Context: an optimization exercise on an open-source flow, tuned for small area. The choices shown serve that exercise and are no tape-out recipe. At most, simulation tests tie the RTL to the original design; equivalence was not proved. For run 2, only the layout was checked, not whether the RTL still works. No run shown here takes its clock network from TritonCTS; it comes from the design's own scripts or RTL. The clock port is modelled as an ideal driver, which makes a skipped or thinned clock tree look cheaper than it is; a real chip needs a root buffer or a tree. Power is estimated from default activity; no workload was simulated.

<file path="flow/config.mk">
export PLATFORM = sky130hd
export DESIGN_NAME = enduro_video
export DESIGN_NICKNAME = enduro_video
export VERILOG_FILES = /design/flow/design.v
export SDC_FILE = /design/flow/constraint.sdc
export NUM_CORES = 4
export LEC_CHECK = 0
export CAP_MARGIN = 20
export CORE_MARGIN = 2
export CORE_UTILIZATION = 60
export SLEW_MARGIN = 20
</file>
<file path="flow/constraint.sdc">
create_clock -name core_clock -period 15.0 [get_ports {iVGA_CLK}]
set_input_delay 3.0000 -clock core_clock [delete_from_list [all_inputs] [get_ports {iVGA_CLK}]]
set_output_delay 3.0000 -clock core_clock [all_outputs]
set_load 0.01 [all_outputs]
</file>
<file path="flow/design.v">
module enduro_video(iRST_n,
                    iVGA_CLK,
                    show_cars,
                    car_user_x,
                    car2_x,
                    car2_y,
                    car3_x,
                    car3_y,
                    oBLANK_n,
                    oHS,
                    oVS,
                    b_data,
                    g_data,
                    r_data);
input iRST_n;
input iVGA_CLK;
input show_cars;
input [9:0] car_user_x;
input [9:0] car2_x;
input [9:0] car2_y;
input [9:0] car3_x;
input [9:0] car3_y;
output oBLANK_n;
output reg oHS;
output reg oVS;
output [7:0] b_data;
output [7:0] g_data;
output [7:0] r_data;
function [9:0] dec10(input [9:0] a, input bin);
  integer i;
  reg b;
  begin
    b = bin;
    for (i = 0; i < 10; i = i + 1) begin
      dec10[i] = a[i] ^ b;
      b = b & ~a[i];
    end
  end
endfunction
reg [9:0] XN;
reg [9:0] YN;
wire x_wrap = (~XN[0] & ~XN[1] & ~XN[2] & ~XN[3] & ~XN[4] & ~XN[8] & ~XN[9]);      
wire x_h0 = (~XN[0] & ~XN[1] & ~XN[2] & ~XN[3] & XN[4] & XN[5] & XN[6] & ~XN[7] & ~XN[9]);          
wire x_eol = (XN[0] & ~XN[1] & ~XN[2] & ~XN[3] & XN[4] & XN[5] & XN[6] & ~XN[7] & ~XN[9]);        
wire x_hs = (~XN[4] & ~XN[5] & ~XN[6]) | (XN[4] & XN[5] & XN[6]) | (XN[7]) | (XN[9]);          
wire x_blank = (~XN[8] & XN[9]) | (~XN[7] & XN[9]) | (~XN[5] & XN[7]) | (~XN[6] & XN[7]) | (~XN[1] & XN[7] & XN[8]) | (~XN[4] & XN[7] & XN[8]) | (~XN[0] & XN[7] & XN[8]) | (XN[7] & XN[8] & ~XN[9]) | (~XN[3] & XN[9]) | (~XN[2] & XN[9]) | (XN[0] & XN[1] & XN[2] & XN[3] & XN[4] & XN[5] & XN[6] & ~XN[7]);    
wire y_wrap = (~YN[2] & ~YN[3] & ~YN[9]);      
wire y_vs = (~YN[4]) | (YN[3]) | (YN[5]) | (YN[6]) | (YN[7]) | (YN[8]) | (YN[0] & ~YN[1]) | (YN[1] & YN[2]) | (~YN[0] & ~YN[2]);          
wire y_blank = (YN[8] & YN[9]) | (YN[7] & ~YN[8]) | (YN[6] & ~YN[8]) | (YN[5] & ~YN[8]);    
always @(posedge iVGA_CLK, negedge iRST_n)
  if (!iRST_n) begin
    XN <= ~10'd655;
    YN <= ~10'd491;
  end else begin
    XN <= dec10(XN, 1'b1) | {10{x_wrap}};
    YN <= dec10(YN, x_eol) | {10{x_eol & y_wrap}};
  end
always @(posedge iVGA_CLK, negedge iRST_n)
  if (!iRST_n) begin
    oHS <= 1'b0;
    oVS <= 1'b0;
  end else begin
    oHS <= x_h0 ? oHS : x_hs;
    oVS <= x_h0 ? oVS : y_vs;
  end
assign oBLANK_n = x_blank & y_blank;
reg [2:0] r5;
reg band;
wire r_step = x_eol & ~YN[0];           
wire r_wrap = r_step & r5[2];           
wire r_clr = r_wrap | (x_eol & y_wrap);
reg [2:0] rinc;
reg rc;
integer k;
always @(*) begin
  rc = r_step;
  for (k = 0; k < 3; k = k + 1) begin
    rinc[k] = r5[k] ^ rc;
    rc = rc & r5[k];
  end
end
always @(posedge iVGA_CLK) begin
  r5 <= rinc & {3{~r_clr}};
  band <= (band ^ r_wrap) & ~(x_eol & y_wrap);
end
wire [2:0] code;
enduro_color color (.XN(XN), .YN(YN[8:0]), .band(band), .show_cars(show_cars),
                    .car_user_x(car_user_x), .car2_x(car2_x), .car2_y(car2_y),
                    .car3_x(car3_x), .car3_y(car3_y), .code(code));
reg [2:0] c;
always @(posedge iVGA_CLK)
  c <= code;
wire r_hi = (~c[1] & c[2]) | (~c[0] & c[2]);    
wire r_lo = (~c[0] & c[2]) | (c[0] & ~c[1]);    
wire g7 = (~c[0] & c[1]);
wire g6 = (c[0]) | (c[1]);        
wire g5 = (c[1]);        
wire g4 = (c[0] & ~c[2]) | (c[1]);        
wire g2 = (c[0] & ~c[1]) | (~c[0] & c[1]);
assign r_data = {r_hi, r_lo, r_hi, r_lo, r_hi, r_lo, r_hi, r_lo};
assign g_data = {g7, g6, g5, g4, g5, g2, g5, g6};
assign b_data = {g5, g4, g5, g4, g5, g4, g5, g4};
endmodule
module enduro_color(
    input [9:0] XN,
    input [8:0] YN,
    input band,
    input show_cars,
    input [9:0] car_user_x,
    input [9:0] car2_x,
    input [9:0] car2_y,
    input [9:0] car3_x,
    input [9:0] car3_y,
    output reg [2:0] code);
localparam BLK = 3'd0, GRY = 3'd1, BLU = 3'd7, CYN = 3'd2, RED = 3'd4, ORG = 3'd5, WHT = 3'd6;
function [10:0] add10(input [9:0] a, input [9:0] b);
  integer i;
  reg c;
  begin
    c = 1'b1;
    for (i = 0; i < 10; i = i + 1) begin
      add10[i] = ~(~a[i] ^ ~b[i] ^ c);
      c = (~a[i] & ~b[i]) | (c & (~a[i] ^ ~b[i]));
    end
    add10[10] = ~c;
  end
endfunction
wire t_grass = (~XN[4] & ~XN[9]) | (XN[3] & XN[7] & XN[8] & XN[9]) | (~XN[3] & XN[4] & XN[7] & XN[8]) | (~XN[6] & ~XN[9]) | (~XN[4] & XN[5] & XN[7] & XN[8]) | (~XN[5] & XN[6] & XN[7] & XN[8]);    
wire t_kerb = (~XN[3] & ~XN[4] & ~XN[5] & ~XN[6] & XN[7] & XN[8] & XN[9]) | (XN[3] & XN[4] & XN[5] & XN[6] & ~XN[9]);      
wire t_lane = (~XN[0] & ~XN[1] & ~XN[2] & ~XN[3] & ~XN[4] & XN[5] & ~XN[6] & ~XN[7] & XN[8]) | (XN[0] & ~XN[1] & ~XN[2] & ~XN[3] & ~XN[4] & XN[5] & XN[6] & ~XN[7] & ~XN[8]) | (~XN[0] & ~XN[1] & ~XN[2] & ~XN[3] & ~XN[4] & ~XN[5] & XN[6] & XN[7] & ~XN[8]);      
wire [2:0] track = t_grass ? CYN : t_kerb ? (band ? RED : WHT) : t_lane ? WHT : BLK;
function [1:0] sprite(input [4:0] dx, input [5:0] dy);
  reg rA, rB, rC, rD, rE, rG, rK, cA, cB, cC, cD, cE, cS;
  begin
    rA = (~dy[1] & ~dy[2] & ~dy[3] & ~dy[4] & ~dy[5]);    
    rB = (~dy[1] & ~dy[2] & dy[3] & ~dy[4]) | (dy[0] & dy[1] & dy[2] & ~dy[3] & ~dy[4]) | (~dy[0] & ~dy[2] & dy[3] & ~dy[4]);    
    rC = (dy[0] & dy[1] & ~dy[2] & dy[3] & dy[4]) | (~dy[1] & dy[2] & dy[3] & dy[4]);    
    rD = (dy[0] & dy[2] & dy[3] & ~dy[4]) | (dy[1] & dy[2] & dy[3] & ~dy[4]) | (~dy[3] & dy[4]);    
    rE = (dy[2] & dy[3] & ~dy[4]) | (~dy[3] & dy[4]) | (~dy[0] & ~dy[1] & ~dy[2] & dy[4]);    
    rG = (~dy[0] & ~dy[1] & dy[5]) | (dy[0] & dy[1] & ~dy[2] & ~dy[3] & ~dy[4] & ~dy[5]) | (~dy[1] & dy[2] & ~dy[3] & ~dy[4]) | (~dy[0] & dy[2] & ~dy[3] & ~dy[4]) | (dy[0] & dy[2] & dy[3] & dy[4]) | (dy[1] & dy[2] & dy[3] & dy[4]);    
    rK = (~dy[0] & ~dy[1] & ~dy[2] & ~dy[3] & ~dy[4] & ~dy[5]) | (dy[0] & dy[1] & dy[5]);    
    cA = (dx[0] & dx[1] & ~dx[2] & ~dx[3]) | (dx[1] & ~dx[2] & dx[4]) | (~dx[0] & ~dx[1] & dx[2] & ~dx[3] & ~dx[4]);    
    cB = (dx[0] & dx[2] & ~dx[4]) | (dx[1] & dx[2] & ~dx[4]) | (dx[3]) | (~dx[1] & ~dx[2] & dx[4]);    
    cC = (dx[1] & dx[2] & ~dx[4]) | (dx[3]) | (~dx[0] & ~dx[1] & ~dx[2] & dx[4]);    
    cD = (~dx[0] & dx[1] & ~dx[2] & ~dx[3] & ~dx[4]) | (~dx[0] & ~dx[1] & dx[2] & dx[4]);    
    cE = (dx[0] & dx[1] & ~dx[2] & ~dx[3]);    
    cS = (~dx[0] & ~dx[1] & ~dx[2] & ~dx[3] & ~dx[4]) | (dx[1] & dx[2] & dx[4]);    
    if ((rA & cA) | (rB & cB) | (rC & cC) | (rD & cD) | (rE & cE))
      sprite = 2'd1;           
    else if (cS & rG)
      sprite = 2'd2;           
    else if (cS & rK)
      sprite = 2'd3;           
    else
      sprite = 2'd0;           
  end
endfunction
wire [10:0] s1 = add10(XN, car_user_x);
wire [10:0] s2 = add10(XN, car2_x);
wire [10:0] s3 = add10(XN, car3_x);
wire [10:0] t2 = add10({1'b0, YN}, car2_y);
wire [10:0] t3 = add10({1'b0, YN}, car3_y);
wire inx1 = ~s1[10] & (&s1[9:5]) & (s1[4] | (s1[3] & (|s1[2:0])));
wire inx2 = ~s2[10] & (&s2[9:5]) & (s2[4] | (s2[3] & (|s2[2:0])));
wire inx3 = ~s3[10] & (&s3[9:5]) & (s3[4] | (s3[3] & (|s3[2:0])));
wire mx1 = (s1 == 11'd1024) | (s1[9:0] == 10'd1000);
wire mx2 = (s2 == 11'd1024) | (s2[9:0] == 10'd1000);
wire mx3 = (s3 == 11'd1024) | (s3[9:0] == 10'd1000);
wire iny2 = (t2[10:6] == 5'b00111) & (t2[5] | (&t2[4:2]));
wire iny3 = (t3[10:6] == 5'b00111) & (t3[5] | (&t3[4:2]));
wire my2 = t2 == 11'd503;
wire my3 = t3 == 11'd503;
wire iny1 = (~YN[6] & ~YN[7] & ~YN[8]) | (~YN[2] & ~YN[3] & ~YN[4] & ~YN[5] & ~YN[7] & ~YN[8]);
wire my1 = (YN[0] & YN[1] & ~YN[2] & YN[3] & YN[4] & ~YN[6] & ~YN[7] & ~YN[8]);
wire [5:0] dy1 = {(~YN[2] & ~YN[3] & ~YN[4] & YN[5]), (YN[2] & ~YN[4]) | (YN[3] & ~YN[4]) | (~YN[2] & ~YN[3] & YN[4]), (YN[2] & ~YN[3]) | (~YN[2] & YN[3]), (YN[2]), (~YN[1]), (~YN[0])};
wire hit1 = inx1 & iny1;
wire m1 = mx1 & my1;
wire hit2 = inx2 & iny2 & (car2_y != 10'd0);
wire m2 = mx2 & my2;
wire hit3 = inx3 & iny3;
wire m3 = mx3 & my3;
wire sel2 = ~hit1 & hit2;
wire sel3 = ~hit1 & ~hit2;
wire [4:0] dxs = ({5{hit1}} & ~s1[4:0]) | ({5{sel2}} & ~s2[4:0]) | ({5{sel3}} & ~s3[4:0]);
wire [5:0] dys = ({6{hit1}} & dy1) | ({6{sel2}} & ~t2[5:0]) | ({6{sel3}} & ~t3[5:0]);
wire [1:0] cls = sprite(dxs, dys);
wire [2:0] body = hit1 | m1 ? BLU : ORG;
wire [2:0] scl = (cls == 2'd1) ? WHT : (cls == 2'd2) ? GRY : (cls == 2'd3) ? BLK : body;
always @(*) begin
  if (!show_cars) code = track;
  else if (hit1) code = scl;
  else if (m1) code = BLU;
  else if (hit2 | (~m2 & hit3)) code = scl;
  else if (m2 | m3) code = ORG;
  else code = track;
end
endmodule
</file>
<file path="flow/flow/run.sh">
#!/bin/bash
# Own layout flow: the standard flow (standard.sh) with these changes:
#  - synthesis maps the logic with the area-oriented ABC script flow/abc.script
#    (which restructures the logic with &deepsyn for two minutes before mapping)
#    (everything else in ORFS's synthesis, and the standard flow's wrapper around it, is unchanged,
#    so the registers keep the standard synthesis's names and cell types);
#  - after synthesis, flow/pol.py removes inverters around the full adders by
#    using some adders with all their pins complemented (a full adder is
#    self-dual), then flow/remap.ys maps all the logic between the full adders
#    and the registers again with ABC (flow/abc_remap.script), half adders and
#    inverters included; flow/pol_eq.ys proves each step's netlist equivalent
#    to the synthesised one, and the flow keeps the last one so proven;
#  - the port buffers that global placement inserts are sky130_fd_sc_hd__buf_1;
#  - the clock tree is one level of two sky130_fd_sc_hd__clkbuf_8, each driving
#    half of the registers' clock pins, fed directly by the clock port
#    (flow/cts_pre.tcl, run by ORFS's CTS step before its clock_tree_synthesis
#    call, which it replaces).
# Each tool's output goes to a log file here; ORFS's own logs are under orfs/logs.
set -euo pipefail
W=$PWD
# ORFS's synth.tcl, with its abc call given our script
sed 's|^\( *\)log_cmd abc {\*}$abc_args|\1set abc_args [lreplace $abc_args 1 1 '"$W"'/flow/abc.script]\n\1log_cmd abc {*}$abc_args|' \
  "$FLOW_HOME/scripts/synth.tcl" > "$W/own_synth.tcl"
grep -q "flow/abc.script" "$W/own_synth.tcl"
sed "s|\$::env(SCRIPTS_DIR)/synth.tcl|$W/own_synth.tcl|" synth_recipe.tcl > own_synth_recipe.tcl
grep -q "own_synth.tcl" own_synth_recipe.tcl
sed "s|SYNTH_SCRIPT=[^ ]*|SYNTH_SCRIPT=$W/own_synth_recipe.tcl|" standard.sh > own_standard.sh
grep -q "own_synth_recipe.tcl" own_standard.sh
export BUFFER_PORTS_ARGS="-buffer_cell sky130_fd_sc_hd__buf_1"
export PRE_CTS_TCL="$W/flow/cts_pre.tcl"
bash own_standard.sh synth > synth.log 2>&1
RES="$W/orfs/results/$FLOW_PLATFORM/enduro_video/base"
LIB="$FLOW_HOME/platforms/$FLOW_PLATFORM/lib/sky130_fd_sc_hd__tt_025C_1v80.lib"
YOSYS=$(command -v yosys || echo "$FLOW_HOME/../tools/install/yosys/bin/yosys")
cp "$RES/1_2_yosys.v" "$W/netlist_abc.v"
# prove a netlist equivalent to the synthesised one: prove NETLIST LOG
prove() {
  sed -e "s|@LIB@|$LIB|" -e "s|@GOLD@|$W/netlist_abc.v|" -e "s|@GATE@|$1|" flow/pol_eq.ys > "$2.ys"
  "$YOSYS" -q -l "$2.log" "$2.ys" > "$2.out" 2>&1
}
use=""
if python3 "$W/flow/pol.py" "$W/netlist_abc.v" "$W/netlist_pol.v" > pol.log 2>&1; then
  if prove "$W/netlist_pol.v" pol_eq; then
    use="$W/netlist_pol.v"
    DONTUSE=$(grep -o '^abc -script .*' "$W/orfs/logs/$FLOW_PLATFORM/enduro_video/base/1_2_yosys.log" | head -1 \
              | grep -o -- '-dont_use [^ ]*' | tr '\n' ' ' || true)
    sed -e "s|@LIB@|$LIB|g" -e "s|@IN@|$W/netlist_pol.v|" -e "s|@OUT@|$W/netlist_remap.v|" \
        -e "s|@SCRIPT@|$W/flow/abc_remap.script|" -e "s|@DONTUSE@|$DONTUSE|" -e "s|@STAT@|$W/remap_stat.txt|" \
        flow/remap.ys > remap.ys
    if "$YOSYS" -q -l remap.log remap.ys > remap.out 2>&1 && prove "$W/netlist_remap.v" remap_eq; then
      a_pol=$(python3 flow/area.py "$LIB" "$W/netlist_pol.v")
      a_remap=$(python3 flow/area.py "$LIB" "$W/netlist_remap.v")
      echo "cell area: $a_pol after pol.py, $a_remap after remap.ys" >> pol.log
      if python3 -c "import sys; sys.exit(0 if $a_remap < $a_pol else 1)"; then
        use="$W/netlist_remap.v"
      fi
    fi
  fi
fi
if [[ -n "$use" ]]; then
  cp "$use" "$RES/1_2_yosys.v"
  echo "netlist used: $use" >> pol.log
else
  echo "netlist used: the synthesised one" >> pol.log
fi
bash own_standard.sh > layout.log 2>&1
</file>
<file path="flow/flow/abc.script">
strash
&get -n
&fraig -x
&put
scorr
dc2
strash
&get -n
&deepsyn -T 120
&dch -f
&nf -R 1000
&put
</file>
<file path="flow/flow/abc_remap.script">
strash
&get -n
&fraig -x
&put
scorr
dc2
strash
&get -n
&dch -f
&nf -R 1000
&put
</file>
<file path="flow/flow/area.py">
#!/usr/bin/env python3
"""Prints the total cell area of a flat netlist (cells read from a liberty file).
usage: area.py LIB NETLIST"""
import re
import sys
lib = open(sys.argv[1]).read()
area = {m.group(1): float(m.group(2)) for m in
        re.finditer(r'cell \("?(\w+)"?\)\s*\{.*?area : ([\d.]+)', lib, re.S)}
net = open(sys.argv[2]).read()
print(sum(area[c] for c in re.findall(r'^\s*(sky130_\w+)\s', net, re.M)))
</file>
<file path="flow/flow/cts_pre.tcl">
# Clock tree of one level: the clock port drives two clock buffers directly,
# and each buffer drives the clock pins of one half of the registers (split at
# the median along the wider side of their spread), from the centre of that
# half. Replaces TritonCTS's tree (a root buffer plus leaf buffers) for this
# small design. Sourced by ORFS's CTS step (PRE_CTS_TCL) before its
# clock_tree_synthesis call, which this redefines.
rename clock_tree_synthesis tritoncts_unused
proc clock_tree_synthesis {args} {
  set db [ord::get_db]
  set block [ord::get_db_block]
  set master [$db findMaster sky130_fd_sc_hd__clkbuf_8]
  set clk [get_clocks]
  set port_name [get_property [lindex [get_property $clk sources] 0] name]
  set net [[$block findBTerm $port_name] getNet]
  set sinks {}
  foreach it [$net getITerms] {
    set loc [[$it getInst] getLocation]
    lappend sinks [list [lindex $loc 0] [lindex $loc 1] $it]
  }
  set n [llength $sinks]
  if { $n < 2 } { error "too few clock sinks" }
  set xs [lsort -integer [lmap s $sinks { lindex $s 0 }]]
  set ys [lsort -integer [lmap s $sinks { lindex $s 1 }]]
  set axis [expr { ([lindex $xs end] - [lindex $xs 0]) >= ([lindex $ys end] - [lindex $ys 0]) ? 0 : 1 }]
  set sorted [lsort -integer -index $axis $sinks]
  set half [expr { $n / 2 }]
  set groups [list [lrange $sorted 0 [expr { $half - 1 }]] [lrange $sorted $half end]]
  $net setSigType CLOCK
  set k 0
  foreach g $groups {
    set buf [odb::dbInst_create $block $master "clkbuf_leaf$k"]
    set out [odb::dbNet_create $block "clk_leaf$k"]
    $out setSigType CLOCK
    set sx 0
    set sy 0
    foreach s $g {
      set it [lindex $s 2]
      $it disconnect
      $it connect $out
      set sx [expr { $sx + [lindex $s 0] }]
      set sy [expr { $sy + [lindex $s 1] }]
    }
    [$buf findITerm A] connect $net
    [$buf findITerm X] connect $out
    $buf setLocation [expr { $sx / [llength $g] }] [expr { $sy / [llength $g] }]
    $buf setPlacementStatus PLACED
    puts "clock buffer clkbuf_leaf$k drives [llength $g] clock pins"
    incr k
  }
  set_propagated_clock [all_clocks]
}
</file>
<file path="flow/flow/pol.py">
#!/usr/bin/env python3
"""Inverter clean-up around full adders in a flat Yosys netlist of sky130 cells.

A full adder is self-dual: fa(~a, ~b, ~c) = (~sum, ~cout). Yosys's extract_fa
picks each adder's polarity on its own, and ABC cannot move inverters across
the adder cells, so the mapped netlist keeps inverters in front of and behind
many of them. This pass removes every inverter (except one that drives an
output port), chooses for each full adder whether to use it as is or with all
its pins complemented, and then puts back one inverter for each net whose
complement is still needed, choosing the adder polarities that need the fewest
inverters. Registers and all other cells are kept as they are.

usage: pol.py IN.v OUT.v
"""
import random
import re
import sys

OUT_PINS = {"X", "Y", "Q", "Q_N", "SUM", "COUT", "HI", "LO"}
INV_RE = re.compile(r"^sky130_fd_sc_hd__(clk)?inv(lp)?_\d+$")
FA_RE = re.compile(r"^sky130_fd_sc_hd__fa_\d+$")
INST_RE = re.compile(r"^  (sky130_fd_sc_hd__\w+) (\\\S+ |\S+) \((.*?)\n  \);\n", re.M | re.S)
PIN_RE = re.compile(r"\.(\w+)\(([^()]*)\)")


def esc(v):
    """A net as written in Verilog: an escaped name ends with a space."""
    return v + " " if v.startswith("\\") else v


def main(src, dst):
    text = open(src).read()
    insts = []
    for m in INST_RE.finditer(text):
        pins = [(p, v.strip()) for p, v in PIN_RE.findall(m.group(3))]
        insts.append({"type": m.group(1), "name": m.group(2), "pins": pins,
                      "span": m.span()})
    head = text[: insts[0]["span"][0]]
    tail = text[insts[-1]["span"][1]:]
    between = [text[insts[i]["span"][1]: insts[i + 1]["span"][0]] for i in range(len(insts) - 1)]
    assert all(b.strip() == "" for b in between), "unexpected text between cells"
    assert "assign" not in head + tail, "assign statements are not handled"

    outputs = set()
    for m in re.finditer(r"^\s*output\s+(\[(\d+):(\d+)\]\s+)?(\S+);", head, re.M):
        if m.group(1):
            hi, lo = int(m.group(2)), int(m.group(3))
            for i in range(min(hi, lo), max(hi, lo) + 1):
                outputs.add(f"{m.group(4)}[{i}]")
        else:
            outputs.add(m.group(4))

    driver = {}
    for k, c in enumerate(insts):
        for p, v in c["pins"]:
            if p in OUT_PINS:
                assert v not in driver, f"net {v} has two drivers"
                driver[v] = (k, p)

    def is_net(v):
        return not re.match(r"^\d+'[bh]", v) and v != ""

    # inverters that stay: those driving an output port
    inv = [k for k, c in enumerate(insts) if INV_RE.match(c["type"])]
    removable = set()
    for k in inv:
        y = dict(insts[k]["pins"])["Y"]
        if y not in outputs:
            removable.add(k)

    memo = {}

    def resolve(v):
        """(base net, polarity) of net v, looking through removable inverters."""
        if v in memo:
            return memo[v]
        d = driver.get(v)
        if d is not None and d[0] in removable:
            b, pol = resolve(dict(insts[d[0]]["pins"])["A"])
            r = (b, pol ^ 1)
        else:
            r = (v, 0)
        memo[v] = r
        return r

    fas = [k for k, c in enumerate(insts) if FA_RE.match(c["type"])]
    fa_index = {k: i for i, k in enumerate(fas)}
    # consumers: (inst, pin, base, pol)
    cons = []
    for k, c in enumerate(insts):
        if k in removable:
            continue
        for p, v in c["pins"]:
            if p in OUT_PINS or not is_net(v):
                continue
            b, pol = resolve(v)
            cons.append((k, p, b, pol))
    # output ports read their net directly
    port_need = []
    for o in outputs:
        b, pol = resolve(o)
        assert b == o and pol == 0
        port_need.append(o)

    # base nets driven by a full adder, and which adder
    base_fa = {}
    for b in {c[2] for c in cons} | set(port_need):
        d = driver.get(b)
        if d is not None and d[0] in fa_index:
            base_fa[b] = fa_index[d[0]]
    fixed = {base_fa[o] for o in port_need if o in base_fa}

    by_base = {}
    for i, (k, p, b, pol) in enumerate(cons):
        by_base.setdefault(b, []).append(i)

    def need(i, x):
        k, p, b, pol = cons[i]
        n = pol
        if k in fa_index:
            n ^= x[fa_index[k]]
        if b in base_fa:
            n ^= x[base_fa[b]]
        return n

    def cost_base(b, x):
        return 1 if any(need(i, x) for i in by_base[b]) else 0

    bases_of_fa = [set() for _ in fas]
    for b, idx in by_base.items():
        for i in idx:
            k = cons[i][0]
            if k in fa_index:
                bases_of_fa[fa_index[k]].add(b)
        if b in base_fa:
            bases_of_fa[base_fa[b]].add(b)

    def total(x):
        return sum(cost_base(b, x) for b in by_base)

    x = [0] * len(fas)
    best = total(x)
    best_x = list(x)
    start = best
    rng = random.Random(1)
    free = [i for i in range(len(fas)) if i not in fixed]
    cur = best
    temp = 1.0
    for it in range(20000):
        if not free:
            break
        i = rng.choice(free)
        bs = bases_of_fa[i]
        before = sum(cost_base(b, x) for b in bs)
        x[i] ^= 1
        after = sum(cost_base(b, x) for b in bs)
        delta = after - before
        if delta <= 0 or rng.random() < pow(2.718, -delta / temp):
            cur += delta
            if cur < best:
                best, best_x = cur, list(x)
        else:
            x[i] ^= 1
        temp = max(0.05, 1.0 - it / 15000)
    x = best_x
    assert total(x) == best

    # rewrite
    inv_net = {}
    new_cells = []
    for b in sorted(by_base):
        if cost_base(b, x):
            n = len(inv_net)
            inv_net[b] = f"_polinv{n}_"
            new_cells.append(f"  sky130_fd_sc_hd__clkinv_1 _polinvc{n}_ (\n    .A({esc(b)}),\n    .Y(_polinv{n}_)\n  );\n")
    newpin = {}
    for i, (k, p, b, pol) in enumerate(cons):
        newpin[(k, p)] = inv_net[b] if need(i, x) else b
    out = [head.rstrip("\n") + "\n"]
    for n in range(len(inv_net)):
        out.append(f"  wire _polinv{n}_;\n")
    for k, c in enumerate(insts):
        if k in removable:
            continue
        pins = []
        for p, v in c["pins"]:
            pins.append(f"    .{p}({esc(newpin.get((k, p), v))})")
        out.append(f"  {c['type']} {c['name']} (\n" + ",\n".join(pins) + "\n  );\n")
    out.extend(new_cells)
    out.append(tail.lstrip("\n") if tail.startswith("\n") else tail)
    open(dst, "w").write("".join(out))
    flipped = sum(x)
    sys.stderr.write(f"pol.py: {len(inv)} inverters before, {len(inv) - len(removable) + len(inv_net)} after;"
                     f" {flipped} of {len(fas)} full adders complemented (cost {start} -> {best})\n")


if __name__ == "__main__":
    main(sys.argv[1], sys.argv[2])
</file>
<file path="flow/flow/pol_eq.ys">
# Proves the netlist pol.py wrote (GATE) equivalent to the one synthesis wrote
# (GOLD): the same registers, and the same function at every register input and
# output port. Run by run.sh with the paths filled in.
read_liberty -ignore_miss_func @LIB@
read_verilog @GOLD@
rename enduro_video gold
read_verilog @GATE@
rename enduro_video gate
hierarchy -check
flatten gold gate
proc
opt_clean
async2sync
rename -hide gold/w:_* gate/w:_*
equiv_make gold gate eq
hierarchy -top eq
equiv_simple -seq 2
equiv_induct
equiv_status -assert
</file>
<file path="flow/flow/remap.ys">
# Maps again all the logic between the full adders and the registers of the
# netlist IN (the half adders and inverters included), with the full adders'
# polarities that pol.py chose. Run by run.sh with the paths filled in.
read_liberty -ignore_miss_func @LIB@
blackbox sky130_fd_sc_hd__fa_* sky130_fd_sc_hd__df* sky130_fd_sc_hd__edf* sky130_fd_sc_hd__sdf*
read_verilog @IN@
hierarchy -top enduro_video
flatten
opt_clean
abc -script @SCRIPT@ -liberty @LIB@ @DONTUSE@
opt_clean -purge
splitnets
hilomap -singleton -hicell sky130_fd_sc_hd__conb_1 HI -locell sky130_fd_sc_hd__conb_1 LO
insbuf -buf sky130_fd_sc_hd__buf_4 A X
opt_clean -purge
tee -o @STAT@ stat -liberty @LIB@
write_verilog -noattr -nohex -nodec @OUT@
</file>
<file path="flow/standard.sh">
#!/bin/bash
# synth_recipe.tcl (not shown) runs the flow's synth.tcl, then flattens the netlist and writes it again
# the make line also repeats each setting of config.mk as NAME=value (left out here)
make -C /OpenROAD-flow-scripts/flow DESIGN_CONFIG=/design/flow/config.mk WORK_HOME=/design/flow/orfs CLKGATE_MAP_FILE= SYNTH_SCRIPT=/design/flow/synth_recipe.tcl "${@:-finish}"
</file>
==> impl_summary.log, run 1 <==
INFO  metric detail-route-antenna-nets = 0
INFO  metric timing.critical_path.to = c[1]
INFO  metric die_w = roughly 76 um
INFO  metric worst-path-buf-inv = 2
INFO  metric layout-drive-gt1-share = 0.0241
INFO  metric drv_cap = 0
INFO  metric grt_antenna_before_repair = 0
INFO  metric wire_length_of_the_first_global_routing_pass = 13500 um
INFO  metric rsz0062_at_grt = false
INFO  metric timing.setup.critical_path_class = in2reg
INFO  metric place_hpwl = between 6000 and 7000 um
INFO  metric n_antenna_cell = 0
INFO  metric mostFrequentLayoutCell = sky130_fd_sc_hd__buf_1
INFO  metric timing.final.ws_setup = approximately 4800 ps
INFO  metric final-hold-violation-count = 0
INFO  metric netlist_instances = roughly 350
INFO  metric setup.worst_path.start = car2_x[0]
INFO  metric nFillCells = 450
INFO  metric post-route-period-util = 0.677
INFO  metric leakagePower = roughly 1.2 nW
INFO  metric ctsResizeCount = 0
INFO  metric setup_total_negative_slack = 0 ps
INFO  metric core_area = 0.00507 mm2
INFO  metric postSynthNetCount = approximately 450
INFO  metric critical_path.max_stage_delay = ~500 ps
INFO  metric clk_latency = between 150 and 200 ps
INFO  metric timing.slew.headroom = 0.427
INFO  metric total_number_of_vias = 2890
INFO  metric mostFrequentLayoutCells = sky130_fd_sc_hd__buf_1, sky130_fd_sc_hd__nor2_1, sky130_fd_sc_hd__fa_1
INFO  metric portBuffers = 79
INFO  metric worstReg2RegEnd = c[1]
INFO  metric die_area = 0.00584 mm2
INFO  metric total_power = roughly 0.15 mW
INFO  metric hold_crit_path_type = reg2reg
INFO  metric route.detailed.drc = 0
INFO  metric final_critical_period = ~10000 ps
INFO  metric grt_start_max_net_pins = 23
INFO  metric setup_viol = 0
INFO  metric r2r_setup_slack = between 7000 and 8000 ps
INFO  metric detailedRoute.firstIterationViolations = approximately 190
INFO  metric worst_path_arrival_time = about 10000 ps
INFO  metric worst-endpoint-required = roughly 15000 ps
INFO  metric post-route-util = 0.676
INFO  metric num_rows = 26
INFO  metric critical_path_depth = 26
INFO  metric setup.worst_path.end_class = register
INFO  metric fin_worst_hold_slack = 509 ps
INFO  metric power-per-cell-area = around 44 mW/mm2
INFO  metric global_route.overflow_total = 0
INFO  metric drt-pass1-iter-count = 5
INFO  metric max_slew.worst_pin.slew = between 800 and 900 ps
INFO  metric gpl.final_weighted_congestion = ~0.93
INFO  metric finalNetCount = slightly above 500
INFO  metric crit_path_frequent_cell = sky130_fd_sc_hd__fa_1
INFO  metric floorplan.initialDensity = 0.620
INFO  metric critical_path.slowest_cell = sky130_fd_sc_hd__fa_1
INFO  metric dp_slack = roughly 4700 ps
INFO  metric chipHeight = between 70 and 80 um
INFO  metric worst_r2r_path_depth = 25
INFO  metric timing.critical_path.max_delay_family = adder cells
INFO  metric maximum_clock_frequency = between 90 and 100 MHz
INFO  metric min_delay_src = r5[2]
INFO  metric r2r-start = XN[0]
INFO  metric worstPathMaxFanout = 11
INFO  metric category_of_the_worst_setup_path_launch_point = input port
INFO  metric syn_area_per_cell = 8.96 um2
INFO  metric hold_path_depth = 1
INFO  metric postCtsSetupBuffers = 0
INFO  metric finalClockSkew = roughly 9.4 ps
INFO  metric synth_area = approximately 0.0031 mm2
INFO  metric clock_transition_time_at_the_flip_flop_clock_pins_of_the_worst_setup_and_hold_paths = around 100 ps
INFO  metric num_io_pins = 80
INFO  metric maxSlewViolCount = 0
INFO  metric vdd.ir_drop.worst = 53.7 uV
INFO  metric yosysWarnings = 2
INFO  metric first_global_vias = 2842
INFO  metric areaGrowthSynthToFinish = 9.03%
INFO  metric wl_per_cell = 16.4 um
INFO  metric run_status = timing/DRC/antenna clean
INFO  metric grt_use_total = 0.284
INFO  metric cts-hold-fix-buffers = 0
INFO  metric wirelength = 7950 um
INFO  metric via_per_inst = 5.96
worst register-to-register path: stages, from the launching register on:
cell,delay [ps]
sky130_fd_sc_hd__dfrtp_1,530
sky130_fd_sc_hd__and2_0,240
sky130_fd_sc_hd__fa_1,390
sky130_fd_sc_hd__fa_1,390
sky130_fd_sc_hd__fa_1,390
sky130_fd_sc_hd__fa_1,390
sky130_fd_sc_hd__fa_1,380
sky130_fd_sc_hd__fa_1,390
sky130_fd_sc_hd__fa_1,390
sky130_fd_sc_hd__fa_1,400
sky130_fd_sc_hd__fa_1,500
sky130_fd_sc_hd__and3_1,140
sky130_fd_sc_hd__nand3_1,80
sky130_fd_sc_hd__or4_1,500
sky130_fd_sc_hd__a311o_1,380
sky130_fd_sc_hd__nand2_1,290
sky130_fd_sc_hd__o22ai_1,120
sky130_fd_sc_hd__a21oi_1,330
sky130_fd_sc_hd__clkinv_1,220
sky130_fd_sc_hd__o21ai_0,190
sky130_fd_sc_hd__nand3_1,130
sky130_fd_sc_hd__a2111o_1,400
sky130_fd_sc_hd__o211a_1,200
sky130_fd_sc_hd__o21ai_0,210
sky130_fd_sc_hd__a21oi_1,70
sky130_fd_sc_hd__a21oi_1,110
per-stage QoR:
step	std cells	instance area (um2)
final	485	3430
after global routing	485	3430
after CTS	485	3430
after detailed placement	483	3400
after global placement	483	3400
after floorplan	351	3150
state kept, by name, summed over array words and instances, names as in the netlist:
signal / count
XN: 10
c: 3
oHS: 1
r5: 3
band: 1
oVS: 1
YN: 10
worst min-delay path by stage:
stage	endpoint	slack, ps
after floorplan	r5[2]	470
after global placement	oVS	480
after detailed placement	r5[2]	490
after CTS	r5[2]	510
after global routing	r5[2]	540
final	r5[2]	510
routing by layer:
metal,wire [um],GRT usage,vias to the layer above
met2,3820,0.475,119
met1,3460,0.409,1374
li1,-,-,1384
met3,493,0.0308,13
met4,177,0.0509,0
met5,0,0,-
layout make-up:
cell class                      instances  area (um2)  area share
Buffer                                  2        27.5     0.00803
Inverter                                8        30.0     0.00876
Multi-Input combinational cell        296        2280       0.665
Timing Repair Buffer                   80         304      0.0887
Tap cell                               70        87.6      0.0255
Sequential cell                        29         699       0.204
report_power, final:
group | switching (mW) | internal [mW] | total, mW
logic | 0.0231 | 0.0165 | 0.0395
registers | 0.0000119 | 0.0780 | 0.0780
clock network | 0.0219 | 0.0124 | 0.0343
==> run 2: changes to the inputs <==
--- a/flow/design.v
+++ b/flow/design.v
@@ -21,8 +21,8 @@
 input [9:0] car3_x;
 input [9:0] car3_y;
 output oBLANK_n;
-output reg oHS;
-output reg oVS;
+output oHS;
+output oVS;
 output [7:0] b_data;
 output [7:0] g_data;
 output [7:0] r_data;
@@ -41,11 +41,13 @@
 reg [9:0] YN;
 wire x_wrap = (~XN[0] & ~XN[1] & ~XN[2] & ~XN[3] & ~XN[4] & ~XN[8] & ~XN[9]);      
 wire x_h0 = (~XN[0] & ~XN[1] & ~XN[2] & ~XN[3] & XN[4] & XN[5] & XN[6] & ~XN[7] & ~XN[9]);          
+wire x_h01 = (~XN[0] & ~XN[1] & ~XN[2] & ~XN[3] & XN[4] & XN[5] & XN[6] & ~XN[7] & ~XN[9]) | (XN[0] & XN[1] & XN[2] & XN[3] & ~XN[4] & XN[5] & XN[6] & ~XN[7] & ~XN[9]);        
 wire x_eol = (XN[0] & ~XN[1] & ~XN[2] & ~XN[3] & XN[4] & XN[5] & XN[6] & ~XN[7] & ~XN[9]);        
-wire x_hs = (~XN[4] & ~XN[5] & ~XN[6]) | (XN[4] & XN[5] & XN[6]) | (XN[7]) | (XN[9]);          
+wire x_hs = (~XN[3] & ~XN[4] & ~XN[5] & ~XN[6]) | (~XN[2] & ~XN[4] & ~XN[5] & ~XN[6]) | (~XN[1] & ~XN[4] & ~XN[5] & ~XN[6]) | (~XN[0] & ~XN[4] & ~XN[5] & ~XN[6]) | (XN[4] & XN[5] & XN[6]) | (XN[7]) | (XN[9]);         
 wire x_blank = (~XN[8] & XN[9]) | (~XN[7] & XN[9]) | (~XN[5] & XN[7]) | (~XN[6] & XN[7]) | (~XN[1] & XN[7] & XN[8]) | (~XN[4] & XN[7] & XN[8]) | (~XN[0] & XN[7] & XN[8]) | (XN[7] & XN[8] & ~XN[9]) | (~XN[3] & XN[9]) | (~XN[2] & XN[9]) | (XN[0] & XN[1] & XN[2] & XN[3] & XN[4] & XN[5] & XN[6] & ~XN[7]);    
 wire y_wrap = (~YN[2] & ~YN[3] & ~YN[9]);      
 wire y_vs = (~YN[4]) | (YN[3]) | (YN[5]) | (YN[6]) | (YN[7]) | (YN[8]) | (YN[0] & ~YN[1]) | (YN[1] & YN[2]) | (~YN[0] & ~YN[2]);          
+wire y_vs1 = (~YN[4]) | (~YN[1]) | (YN[2]) | (YN[3]) | (YN[5]) | (YN[6]) | (YN[7]) | (YN[8]);        
 wire y_blank = (YN[8] & YN[9]) | (YN[7] & ~YN[8]) | (YN[6] & ~YN[8]) | (YN[5] & ~YN[8]);    
 always @(posedge iVGA_CLK, negedge iRST_n)
   if (!iRST_n) begin
@@ -55,14 +57,14 @@
     XN <= dec10(XN, 1'b1) | {10{x_wrap}};
     YN <= dec10(YN, x_eol) | {10{x_eol & y_wrap}};
   end
+reg run;
 always @(posedge iVGA_CLK, negedge iRST_n)
-  if (!iRST_n) begin
-    oHS <= 1'b0;
-    oVS <= 1'b0;
-  end else begin
-    oHS <= x_h0 ? oHS : x_hs;
-    oVS <= x_h0 ? oVS : y_vs;
-  end
+  if (!iRST_n)
+    run <= 1'b0;
+  else
+    run <= run | ~x_h0;
+assign oHS = x_h01 ? run : x_hs;
+assign oVS = x_h01 ? (run & y_vs1) : y_vs;
 assign oBLANK_n = x_blank & y_blank;
 reg [2:0] r5;
 reg band;
@@ -90,13 +92,13 @@
 reg [2:0] c;
 always @(posedge iVGA_CLK)
   c <= code;
-wire r_hi = (~c[1] & c[2]) | (~c[0] & c[2]);    
-wire r_lo = (~c[0] & c[2]) | (c[0] & ~c[1]);    
-wire g7 = (~c[0] & c[1]);
-wire g6 = (c[0]) | (c[1]);        
-wire g5 = (c[1]);        
-wire g4 = (c[0] & ~c[2]) | (c[1]);        
-wire g2 = (c[0] & ~c[1]) | (~c[0] & c[1]);
+wire r_hi = c[2];
+wire r_lo = c[2] | (c[0] & ~c[1]);
+wire g7 = c[1] & c[0];
+wire g6 = c[1] | c[0];
+wire g5 = c[1];
+wire g4 = c[1] | (c[0] & ~c[2]);
+wire g2 = c[0];
 assign r_data = {r_hi, r_lo, r_hi, r_lo, r_hi, r_lo, r_hi, r_lo};
 assign g_data = {g7, g6, g5, g4, g5, g2, g5, g6};
 assign b_data = {g5, g4, g5, g4, g5, g4, g5, g4};
@@ -112,7 +114,8 @@
     input [9:0] car3_x,
     input [9:0] car3_y,
     output reg [2:0] code);
-localparam BLK = 3'd0, GRY = 3'd1, BLU = 3'd7, CYN = 3'd2, RED = 3'd4, ORG = 3'd5, WHT = 3'd6;
+localparam BLK = 3'b000, GRY = 3'b001, BLU = 3'b010, CYN = 3'b011,
+           RED = 3'b100, ORG = 3'b101, WHT = 3'b111;
 function [10:0] add10(input [9:0] a, input [9:0] b);
   integer i;
   reg c;
==> run 2 against run 1 <==
  * Critical path depth grew 3
  * First-iteration DRC count fell by 12%
  * Critical path type unchanged
  * Clock power is 9.9% lower
  * Combinational power grew 5%
  * Die area grew 2.1%
  * Via count up 5.3%
  * Final cell count rose by 3.7%
  * Critical endpoint is now c[0]
  * Still clean
  * Register-to-register slack improved by 170 ps
  * Total power fell by 2.8%
==> impl_summary.log, run 2 <==
INFO  metric run_status = timing/DRC/antenna clean (unchanged)
INFO  metric crit_path_frequent_cell = sky130_fd_sc_hd__fa_1 (unchanged)
INFO  metric layout-drive-gt1-share = 0.0231 (was 0.0241)
INFO  metric worst-endpoint-required = 15030 ps (was 15090 ps)
INFO  metric die_area = 0.00596 mm2 (was 0.00584 mm2)
INFO  metric place_hpwl = 6950 um (was 6590 um)
INFO  metric setup_viol = 0 (unchanged)
INFO  metric synth_area = 0.00322 mm2 (was 0.00315 mm2)
INFO  metric clk_latency = 150 ps (was 160 ps)
INFO  metric global_route.overflow_total = 0 (unchanged)
INFO  metric detail-route-antenna-nets = 0 (unchanged)
INFO  metric timing.final.ws_setup = 4990 ps (was 4850 ps)
INFO  metric worstPathMaxFanout = 8 (was 11)
INFO  metric vdd.ir_drop.worst = 65.8 uV (was 53.7 uV)
INFO  metric wl_per_cell = 16.6 um (was 16.4 um)
INFO  metric wire_length_of_the_first_global_routing_pass = 14300 um (was 13500 um)
INFO  metric cts-hold-fix-buffers = 0 (unchanged)
INFO  metric worstReg2RegEnd = c[0] (was c[1])
INFO  metric via_per_inst = 6.05 (was 5.96)
INFO  metric min_delay_src = r5[2] (unchanged)
INFO  metric drv_cap = 0 (unchanged)
INFO  metric chipHeight = 77.2 um (was 76.4 um)
INFO  metric detailedRoute.firstIterationViolations = 170 (was 193)
INFO  metric min_to = r5[2] (unchanged)
INFO  metric final_critical_period = 10010 ps (was 10150 ps)
INFO  metric grt_start_max_net_pins = 22 (was 23)
INFO  metric post-route-period-util = 0.668 (was 0.677)
INFO  metric core_area = 0.00514 mm2 (was 0.00507 mm2)
INFO  metric num_io_pins = 80 (unchanged)
INFO  metric mostFrequentLayoutCell = sky130_fd_sc_hd__buf_1 (unchanged)
INFO  metric worst_path_arrival_time = 10040 ps (was 10240 ps)
INFO  metric n_antenna_cell = 0 (unchanged)
INFO  metric setup.worst_path.end_class = register (unchanged)
INFO  metric route.detailed.drc = 0 (unchanged)
INFO  metric die_w = 77.2 um (was 76.4 um)
INFO  metric hold_path_depth = 1 (unchanged)
INFO  metric max_slew.worst_pin.slew = 793 ps (was 851 ps)
INFO  metric dp_slack = 4870 ps (was 4690 ps)
INFO  metric wirelength = 8340 um (was 7950 um)
INFO  metric hold_crit_path_type = reg2reg (unchanged)
INFO  metric worst_r2r_path_depth = 28 (was 25)
INFO  metric maxSlewViolCount = 0 (unchanged)
INFO  metric final-hold-violation-count = 0 (unchanged)
INFO  metric rsz0062_at_grt = false (unchanged)
INFO  metric reg.largest.list = XN x10, YN x10 (unchanged)
INFO  metric finalClockSkew = 6.74 ps (was 9.35 ps)
INFO  metric total_number_of_vias = 3042 (was 2890)
INFO  metric areaGrowthSynthToFinish = 8.37% (was 9.03%)
INFO  metric mostFrequentLayoutCells = sky130_fd_sc_hd__buf_1, sky130_fd_sc_hd__nor2_1, sky130_fd_sc_hd__fa_1 (unchanged)
INFO  metric portBuffers = 79 (unchanged)
INFO  metric postSynthNetCount = 467 (was 447)
INFO  metric first_global_vias = 3012 (was 2842)
INFO  metric ctsResizeCount = 0 (unchanged)
INFO  metric setup_total_negative_slack = 0 ps (unchanged)
INFO  metric r2r-start = XN[0] (unchanged)
INFO  metric netlist_instances = 371 (was 351)
INFO  metric postCtsSetupBuffers = 0 (unchanged)
INFO  metric category_of_the_worst_setup_path_launch_point = input port (unchanged)
INFO  metric power-per-cell-area = 42.3 mW/mm2 (was 44.2 mW/mm2)
INFO  metric drt-pass1-iter-count = 4 (was 5)
INFO  metric maximum_clock_frequency = 99.9 MHz (was 98.5 MHz)
INFO  metric grt_use_total = 0.292 (was 0.284)
INFO  metric yosysWarnings = 2 (unchanged)
INFO  metric timing.setup.critical_path_class = in2reg (unchanged)
INFO  metric floorplan.initialDensity = 0.626 (was 0.620)
INFO  metric critical_path.max_stage_delay = 520 ps (was 500 ps)
INFO  metric grt_antenna_before_repair = 0 (unchanged)
INFO  metric syn_area_per_cell = 8.67 um2 (was 8.96 um2)
INFO  metric timing.slew.headroom = 0.466 (was 0.427)
INFO  metric finalNetCount = 531 (was 513)
INFO  metric r2r_setup_slack = 7350 ps (was 7180 ps)
INFO  metric leakagePower = 1.28 nW (was 1.24 nW)
INFO  metric num_rows = 26 (unchanged)
INFO  metric clock_transition_time_at_the_flip_flop_clock_pins_of_the_worst_setup_and_hold_paths = 90 ps (was 100 ps)
INFO  metric gpl.final_weighted_congestion = 1.01 (was 0.935)
INFO  metric critical_path.slowest_cell = sky130_fd_sc_hd__fa_1 (unchanged)
run 2: report_power, final:
part           switching, mW  internal (mW)  total (mW)
logic                 0.0240         0.0173      0.0413
clock network         0.0186         0.0123      0.0309
registers          0.0000102         0.0752      0.0752
total                 0.0427          0.105       0.147
run 2: cell type report:
class / instances / area, um2
inverters: 10 / 37.5
multi-input cells: 313 / 2350
well taps: 70 / 87.6
fillers: 463 / 1660
plain buffers: 2 / 27.5
repair buffers: 80 / 304
flip-flops and latches: 28 / 674
run 2: metal layers:
layer	vias up	share of wire	GRT usage
met5	-	0	0
met4	0	0.035	0.0857
met3	23	0.045	0.0141
met2	115	0.49	0.496
met1	1461	0.43	0.407
li1	1443	-	-
run 2: critical path, delay by kind of cell:
| family | cells | cell delay (ps) |
|---|---|---|
| adders and majority gates | 9 | 3660 |
| and+or+nand+nor | 12 | 1760 |
| AOI/OAI and AO/OA | 6 | 1350 |
| muxes | 1 | 190 |
| buffers and inverters | 1 | 80 |
run 2: worst max path at each step:
| stage | startpoint | slack (ps) | end |
|---|---|---|---|
| finish | car_user_x[0] | 4990 | c[0] |
| global placement | car_user_x[0] | 5090 | c[2] |
| floorplan | car_user_x[0] | 5730 | c[2] |
| CTS | car_user_x[0] | 5040 | c[0] |
| global route | car_user_x[0] | 4500 | c[2] |
| detailed placement | car_user_x[0] | 4870 | c[0] |
run 2: stage by stage:
step | utilization | power (mW) | hold slack (ps) | area (um2) | instances
2_1_floorplan | - | 0.101 | 458 | 3220 | 371
3_3_place_gp | 0.673 | 0.117 | 484 | 3460 | 501
3_5_place_dp | 0.673 | 0.118 | 487 | 3460 | 501
4_1_cts | 0.678 | 0.148 | 509 | 3480 | 503
5_1_grt | 0.678 | 0.156 | 516 | 3480 | 503
6_report | 0.678 | 0.147 | 506 | 3480 | 503
==> run 3: changes to the inputs <==
--- a/flow/design.v
+++ b/flow/design.v
@@ -21,8 +21,8 @@
 input [9:0] car3_x;
 input [9:0] car3_y;
 output oBLANK_n;
-output oHS;
-output oVS;
+output reg oHS;
+output reg oVS;
 output [7:0] b_data;
 output [7:0] g_data;
 output [7:0] r_data;
@@ -41,13 +41,11 @@
 reg [9:0] YN;
 wire x_wrap = (~XN[0] & ~XN[1] & ~XN[2] & ~XN[3] & ~XN[4] & ~XN[8] & ~XN[9]);      
 wire x_h0 = (~XN[0] & ~XN[1] & ~XN[2] & ~XN[3] & XN[4] & XN[5] & XN[6] & ~XN[7] & ~XN[9]);          
-wire x_h01 = (~XN[0] & ~XN[1] & ~XN[2] & ~XN[3] & XN[4] & XN[5] & XN[6] & ~XN[7] & ~XN[9]) | (XN[0] & XN[1] & XN[2] & XN[3] & ~XN[4] & XN[5] & XN[6] & ~XN[7] & ~XN[9]);        
 wire x_eol = (XN[0] & ~XN[1] & ~XN[2] & ~XN[3] & XN[4] & XN[5] & XN[6] & ~XN[7] & ~XN[9]);        
-wire x_hs = (~XN[3] & ~XN[4] & ~XN[5] & ~XN[6]) | (~XN[2] & ~XN[4] & ~XN[5] & ~XN[6]) | (~XN[1] & ~XN[4] & ~XN[5] & ~XN[6]) | (~XN[0] & ~XN[4] & ~XN[5] & ~XN[6]) | (XN[4] & XN[5] & XN[6]) | (XN[7]) | (XN[9]);         
+wire x_hs = (~XN[4] & ~XN[5] & ~XN[6]) | (XN[4] & XN[5] & XN[6]) | (XN[7]) | (XN[9]);          
 wire x_blank = (~XN[8] & XN[9]) | (~XN[7] & XN[9]) | (~XN[5] & XN[7]) | (~XN[6] & XN[7]) | (~XN[1] & XN[7] & XN[8]) | (~XN[4] & XN[7] & XN[8]) | (~XN[0] & XN[7] & XN[8]) | (XN[7] & XN[8] & ~XN[9]) | (~XN[3] & XN[9]) | (~XN[2] & XN[9]) | (XN[0] & XN[1] & XN[2] & XN[3] & XN[4] & XN[5] & XN[6] & ~XN[7]);    
 wire y_wrap = (~YN[2] & ~YN[3] & ~YN[9]);      
 wire y_vs = (~YN[4]) | (YN[3]) | (YN[5]) | (YN[6]) | (YN[7]) | (YN[8]) | (YN[0] & ~YN[1]) | (YN[1] & YN[2]) | (~YN[0] & ~YN[2]);          
-wire y_vs1 = (~YN[4]) | (~YN[1]) | (YN[2]) | (YN[3]) | (YN[5]) | (YN[6]) | (YN[7]) | (YN[8]);        
 wire y_blank = (YN[8] & YN[9]) | (YN[7] & ~YN[8]) | (YN[6] & ~YN[8]) | (YN[5] & ~YN[8]);    
 always @(posedge iVGA_CLK, negedge iRST_n)
   if (!iRST_n) begin
@@ -57,14 +55,14 @@
     XN <= dec10(XN, 1'b1) | {10{x_wrap}};
     YN <= dec10(YN, x_eol) | {10{x_eol & y_wrap}};
   end
-reg run;
 always @(posedge iVGA_CLK, negedge iRST_n)
-  if (!iRST_n)
-    run <= 1'b0;
-  else
-    run <= run | ~x_h0;
-assign oHS = x_h01 ? run : x_hs;
-assign oVS = x_h01 ? (run & y_vs1) : y_vs;
+  if (!iRST_n) begin
+    oHS <= 1'b0;
+    oVS <= 1'b0;
+  end else begin
+    oHS <= x_h0 ? oHS : x_hs;
+    oVS <= x_h0 ? oVS : y_vs;
+  end
 assign oBLANK_n = x_blank & y_blank;
 reg [2:0] r5;
 reg band;
@@ -92,13 +90,13 @@
 reg [2:0] c;
 always @(posedge iVGA_CLK)
   c <= code;
-wire r_hi = c[2];
-wire r_lo = c[2] | (c[0] & ~c[1]);
-wire g7 = c[1] & c[0];
-wire g6 = c[1] | c[0];
-wire g5 = c[1];
-wire g4 = c[1] | (c[0] & ~c[2]);
-wire g2 = c[0];
+wire r_hi = (~c[1] & c[2]) | (~c[0] & c[2]);    
+wire r_lo = (~c[0] & c[2]) | (c[0] & ~c[1]);    
+wire g7 = (~c[0] & c[1]);
+wire g6 = (c[0]) | (c[1]);        
+wire g5 = (c[1]);        
+wire g4 = (c[0] & ~c[2]) | (c[1]);        
+wire g2 = (c[0] & ~c[1]) | (~c[0] & c[1]);
 assign r_data = {r_hi, r_lo, r_hi, r_lo, r_hi, r_lo, r_hi, r_lo};
 assign g_data = {g7, g6, g5, g4, g5, g2, g5, g6};
 assign b_data = {g5, g4, g5, g4, g5, g4, g5, g4};
@@ -114,8 +112,7 @@
     input [9:0] car3_x,
     input [9:0] car3_y,
     output reg [2:0] code);
-localparam BLK = 3'b000, GRY = 3'b001, BLU = 3'b010, CYN = 3'b011,
-           RED = 3'b100, ORG = 3'b101, WHT = 3'b111;
+localparam BLK = 3'd0, GRY = 3'd1, BLU = 3'd7, CYN = 3'd2, RED = 3'd4, ORG = 3'd5, WHT = 3'd6;
 function [10:0] add10(input [9:0] a, input [9:0] b);
   integer i;
   reg c;
--- a/flow/flow/run.sh
+++ b/flow/flow/run.sh
@@ -7,9 +7,10 @@
 #  - after synthesis, flow/pol.py removes inverters around the full adders by
 #    using some adders with all their pins complemented (a full adder is
 #    self-dual), then flow/remap.ys maps all the logic between the full adders
-#    and the registers again with ABC (flow/abc_remap.script), half adders and
-#    inverters included; flow/pol_eq.ys proves each step's netlist equivalent
-#    to the synthesised one, and the flow keeps the last one so proven;
+#    and the registers again with ABC, half adders and inverters included, once
+#    with each of flow/abc_remap[123].script; flow/pol_eq.ys proves each
+#    netlist equivalent to the synthesised one, and the flow keeps the smallest
+#    one so proven;
 #  - the port buffers that global placement inserts are sky130_fd_sc_hd__buf_1;
 #  - the clock tree is one level of two sky130_fd_sc_hd__clkbuf_8, each driving
 #    half of the registers' clock pins, fed directly by the clock port
@@ -44,17 +45,21 @@
     use="$W/netlist_pol.v"
     DONTUSE=$(grep -o '^abc -script .*' "$W/orfs/logs/$FLOW_PLATFORM/enduro_video/base/1_2_yosys.log" | head -1 \
               | grep -o -- '-dont_use [^ ]*' | tr '\n' ' ' || true)
-    sed -e "s|@LIB@|$LIB|g" -e "s|@IN@|$W/netlist_pol.v|" -e "s|@OUT@|$W/netlist_remap.v|" \
-        -e "s|@SCRIPT@|$W/flow/abc_remap.script|" -e "s|@DONTUSE@|$DONTUSE|" -e "s|@STAT@|$W/remap_stat.txt|" \
-        flow/remap.ys > remap.ys
-    if "$YOSYS" -q -l remap.log remap.ys > remap.out 2>&1 && prove "$W/netlist_remap.v" remap_eq; then
-      a_pol=$(python3 flow/area.py "$LIB" "$W/netlist_pol.v")
-      a_remap=$(python3 flow/area.py "$LIB" "$W/netlist_remap.v")
-      echo "cell area: $a_pol after pol.py, $a_remap after remap.ys" >> pol.log
-      if python3 -c "import sys; sys.exit(0 if $a_remap < $a_pol else 1)"; then
-        use="$W/netlist_remap.v"
+    best=$(python3 flow/area.py "$LIB" "$W/netlist_pol.v")
+    echo "cell area after pol.py: $best" >> pol.log
+    for k in 1 2 3; do
+      sed -e "s|@LIB@|$LIB|g" -e "s|@IN@|$W/netlist_pol.v|" -e "s|@OUT@|$W/netlist_remap$k.v|" \
+          -e "s|@SCRIPT@|$W/flow/abc_remap$k.script|" -e "s|@DONTUSE@|$DONTUSE|" \
+          -e "s|@STAT@|$W/remap${k}_stat.txt|" flow/remap.ys > remap$k.ys
+      if "$YOSYS" -q -l remap$k.log remap$k.ys > remap$k.out 2>&1 && prove "$W/netlist_remap$k.v" remap${k}_eq; then
+        a=$(python3 flow/area.py "$LIB" "$W/netlist_remap$k.v")
+        echo "cell area after remap.ys with abc_remap$k.script: $a" >> pol.log
+        if python3 -c "import sys; sys.exit(0 if $a < $best else 1)"; then
+          best=$a
+          use="$W/netlist_remap$k.v"
+        fi
       fi
-    fi
+    done
   fi
 fi
 if [[ -n "$use" ]]; then
==> flow/flow/abc_remap1.script (new file) <==
strash
&get -n
&fraig -x
&put
scorr
dc2
strash
&get -n
&dch -f
&nf -R 1000
&put
==> flow/flow/abc_remap2.script (new file) <==
strash
ifraig
scorr
dc2
balance
rewrite
refactor
balance
rewrite
rewrite -z
balance
refactor -z
rewrite -z
balance
strash
dch -f
amap
==> flow/flow/abc_remap3.script (new file) <==
strash
&get -n
&fraig -x
&put
scorr
dc2
strash
&get -n
&deepsyn -T 60
&dch -f
&nf -R 1000
&put
removed: flow/flow/abc_remap.script
==> run 3 against run 2 <==
  * Sequential share of layout area is 1.0 points higher
  * Worst setup slack worse by 140 ps
  * Wire length is 4.7% lower
  * Final cell count is 3.6% lower
  * Critical path depth is 3 lower
  * Critical path type unchanged
  * Cell area is 1.6% lower
  * Die area is 2.1% lower
  * Largest power group unchanged
  * Highest routed layer unchanged
  * Area after synthesis is 2.2% lower
==> impl_summary.log, run 3 <==
INFO  metric run_status = timing/DRC/antenna clean (unchanged)
INFO  metric first_global_vias = 2842 (was 3012)
INFO  metric hold_crit_path_type = reg2reg (unchanged)
INFO  metric global_route.overflow_total = 0 (unchanged)
INFO  metric wl_per_cell = 16.4 um (was 16.6 um)
INFO  metric mostFrequentLayoutCell = sky130_fd_sc_hd__buf_1 (unchanged)
INFO  metric worstReg2RegEnd = c[1] (was c[0])
INFO  metric die_w = 76.4 um (was 77.2 um)
INFO  metric n_antenna_cell = 0 (unchanged)
INFO  metric detailedRoute.firstIterationViolations = 193 (was 170)
INFO  metric drt-pass1-iter-count = 5 (was 4)
INFO  metric wl_met1 = 3460 um (was 3620 um)
INFO  metric total_number_of_vias = 2890 (was 3042)
INFO  metric timing.setup.critical_path_class = in2reg (unchanged)
INFO  metric layout-drive-gt1-share = 0.0241 (was 0.0231)
INFO  metric syn_area_per_cell = 8.96 um2 (was 8.67 um2)
INFO  metric gpl.final_weighted_congestion = 0.935 (was 1.01)
INFO  metric wire_length_of_the_first_global_routing_pass = 13500 um (was 14300 um)
INFO  metric grt_start_max_net_pins = 23 (was 22)
INFO  metric setup.worst_path.end_class = register (unchanged)
INFO  metric timing.slew.headroom = 0.427 (was 0.466)
INFO  metric wirelength = 7950 um (was 8340 um)
INFO  metric fin_worst_hold_slack = 509 ps (was 506 ps)
INFO  metric final-hold-violation-count = 0 (unchanged)
INFO  metric rsz0062_at_grt = false (unchanged)
INFO  metric timing.critical_path.to = c[1] (was c[0])
INFO  metric setup_total_negative_slack = 0 ps (unchanged)
INFO  metric worst_r2r_path_depth = 25 (was 28)
INFO  metric route.detailed.drc = 0 (unchanged)
INFO  metric place_hpwl = 6590 um (was 6950 um)
INFO  metric mostFrequentLayoutCells = sky130_fd_sc_hd__buf_1, sky130_fd_sc_hd__nor2_1, sky130_fd_sc_hd__fa_1 (unchanged)
INFO  metric finalClockSkew = 9.35 ps (was 6.74 ps)
INFO  metric via_per_inst = 5.96 (was 6.05)
INFO  metric core_area = 0.00507 mm2 (was 0.00514 mm2)
INFO  metric netlist_instances = 351 (was 371)
INFO  metric setup.worst_path.start = car2_x[0] (was car_user_x[0])
INFO  metric grt_use_total = 0.284 (was 0.292)
INFO  metric clock_transition_time_at_the_flip_flop_clock_pins_of_the_worst_setup_and_hold_paths = 100 ps (was 90 ps)
INFO  metric postCtsSetupBuffers = 0 (unchanged)
INFO  metric worstPathMaxFanout = 11 (was 8)
INFO  metric power-per-cell-area = 44.2 mW/mm2 (was 42.3 mW/mm2)
INFO  metric total_power = 0.152 mW (was 0.147 mW)
INFO  metric worst-endpoint-required = 15090 ps (was 15030 ps)
INFO  metric dp_slack = 4690 ps (was 4870 ps)
INFO  metric worst_path_arrival_time = 10240 ps (was 10040 ps)
INFO  metric critical_path.max_stage_delay = 500 ps (was 520 ps)
INFO  metric cts-hold-fix-buffers = 0 (unchanged)
INFO  metric clk_latency = 160 ps (was 150 ps)
INFO  metric wire_length_on_met3 = 493 um (was 378 um)
INFO  metric yosysWarnings = 2 (unchanged)
INFO  metric leakagePower = 1.24 nW (was 1.28 nW)
INFO  metric reg.largest.list = XN x10, YN x10 (unchanged)
INFO  metric critical_path.slowest_cell = sky130_fd_sc_hd__fa_1 (unchanged)
INFO  metric ctsResizeCount = 0 (unchanged)
INFO  metric vdd.ir_drop.worst = 53.7 uV (was 65.8 uV)
INFO  metric finalNetCount = 513 (was 531)
INFO  metric detail-route-antenna-nets = 0 (unchanged)
INFO  metric r2r-start = XN[0] (unchanged)
INFO  metric maximum_clock_frequency = 98.5 MHz (was 99.9 MHz)
INFO  metric maxSlewViolCount = 0 (unchanged)
INFO  metric die_area = 0.00584 mm2 (was 0.00596 mm2)
INFO  metric num_io_pins = 80 (unchanged)
INFO  metric setup_viol = 0 (unchanged)
INFO  metric final_critical_period = 10150 ps (was 10010 ps)
INFO  metric chipHeight = 76.4 um (was 77.2 um)
INFO  metric drv_cap = 0 (unchanged)
INFO  metric synth_area = 0.00315 mm2 (was 0.00322 mm2)
INFO  metric category_of_the_worst_setup_path_launch_point = input port (unchanged)
INFO  metric portBuffers = 79 (unchanged)
INFO  metric grt_antenna_before_repair = 0 (unchanged)
INFO  metric crit_path_frequent_cell = sky130_fd_sc_hd__fa_1 (unchanged)
INFO  metric post-route-period-util = 0.677 (was 0.668)
INFO  metric route.top_layer_used = met4 (unchanged)
INFO  metric areaGrowthSynthToFinish = 9.03% (was 8.37%)
INFO  metric floorplan.initialDensity = 0.620 (was 0.626)
INFO  metric num_rows = 26 (unchanged)
INFO  metric max_slew.worst_pin.slew = 851 ps (was 793 ps)
INFO  metric nFillCells = 450 (was 463)
INFO  metric detailroute.wirelength.met2 = 3820 um (was 4050 um)
INFO  metric timing.final.ws_setup = 4850 ps (was 4990 ps)
INFO  metric postSynthNetCount = 447 (was 467)
INFO  metric r2r_setup_slack = 7180 ps (was 7350 ps)
==> run 3: cell count changes in the layout (fill, tap and decap cells not counted), moves of 3 or more <==
cell                        previous run  this run
sky130_fd_sc_hd__a21oi_1              20        14
sky130_fd_sc_hd__o21ai_0              20        23
sky130_fd_sc_hd__nor2_1               56        48
sky130_fd_sc_hd__and2_0                8         5
sky130_fd_sc_hd__nand2b_1              5         2
sky130_fd_sc_hd__o2111ai_1             5         1
==> run 3: power breakdown <==
group / internal, mW / switching, mW
Sequential: 0.0780 / 0.0000119
Combinational: 0.0165 / 0.0231
Clock: 0.0124 / 0.0219
==> run 3: per-layer routing <==
metal	vias to the layer above	global-route usage
met5	-	0
met4	0	0.0509
met3	13	0.0308
met2	119	0.475
met1	1374	0.409
li1	1384	-
==> run 3: how the worst min path moves through the flow <==
stage                from  endpoint  cells after the start
CTS                 r5[2]     r5[2]                      1
global route        r5[2]     r5[2]                      1
detailed placement  r5[2]     r5[2]                      1
floorplan           r5[2]     r5[2]                      1
finish              r5[2]     r5[2]                      1
global placement      oVS       oVS                      2
==> run 3: layout make-up <==
type,count,area (um2),area share
Buffer,2,27.5,0.00803
Inverter,8,30.0,0.00876
Multi-Input combinational cell,296,2280,0.665
Sequential cell,29,699,0.204
Tap cell,70,87.6,0.0255
Timing Repair Buffer,80,304,0.0887
==> run 3: through the flow <==
step | util | area, um2 | instances
6_report | 0.676 | 3430 | 485
5_1_grt | 0.676 | 3430 | 485
4_1_cts | 0.676 | 3430 | 485
3_5_place_dp | 0.670 | 3400 | 483
3_3_place_gp | 0.670 | 3400 | 483
2_1_floorplan | - | 3150 | 351
==> run 3: worst max-delay path: cells and delay by family <==
family,cells,cell delay [ps]
and+or+nand+nor,6,1320
adders and majority gates,9,3620
AOI/OAI and AO/OA,9,2010
buffers and inverters,2,300

-- what the ideal ports hide --
Ports are ideal in the flow. The routed layouts listed here were re-timed in OpenROAD.
Step 1 sets driving cells, clkbuf_16 on the clock port and buf_2 on the other inputs (assumed; they add their load-dependent delay and slew).
Step 2, shift: input delay + t, output delay - t, t = (earliest + latest rising clock arrival at the registers) / 2. This alone moves slack from input paths to output paths.
a / b / c = ideal ports / drivers / drivers and shift; a / b = the first two.
run	t (ns)	setup slack, ns	worst setup path after step 2	worst data-port slew with drivers (ns)	cell pins on the clock port's net
run 1	0.192	4.850 / 4.866 / 4.674	input to register	0.03	2
run 2	0.181	4.986 / 4.999 / 4.817	input to register	0.04	2
run 3	0.192	4.850 / 4.866 / 4.674	input to register	0.03	2
After both steps setup and hold are still met in every run listed.
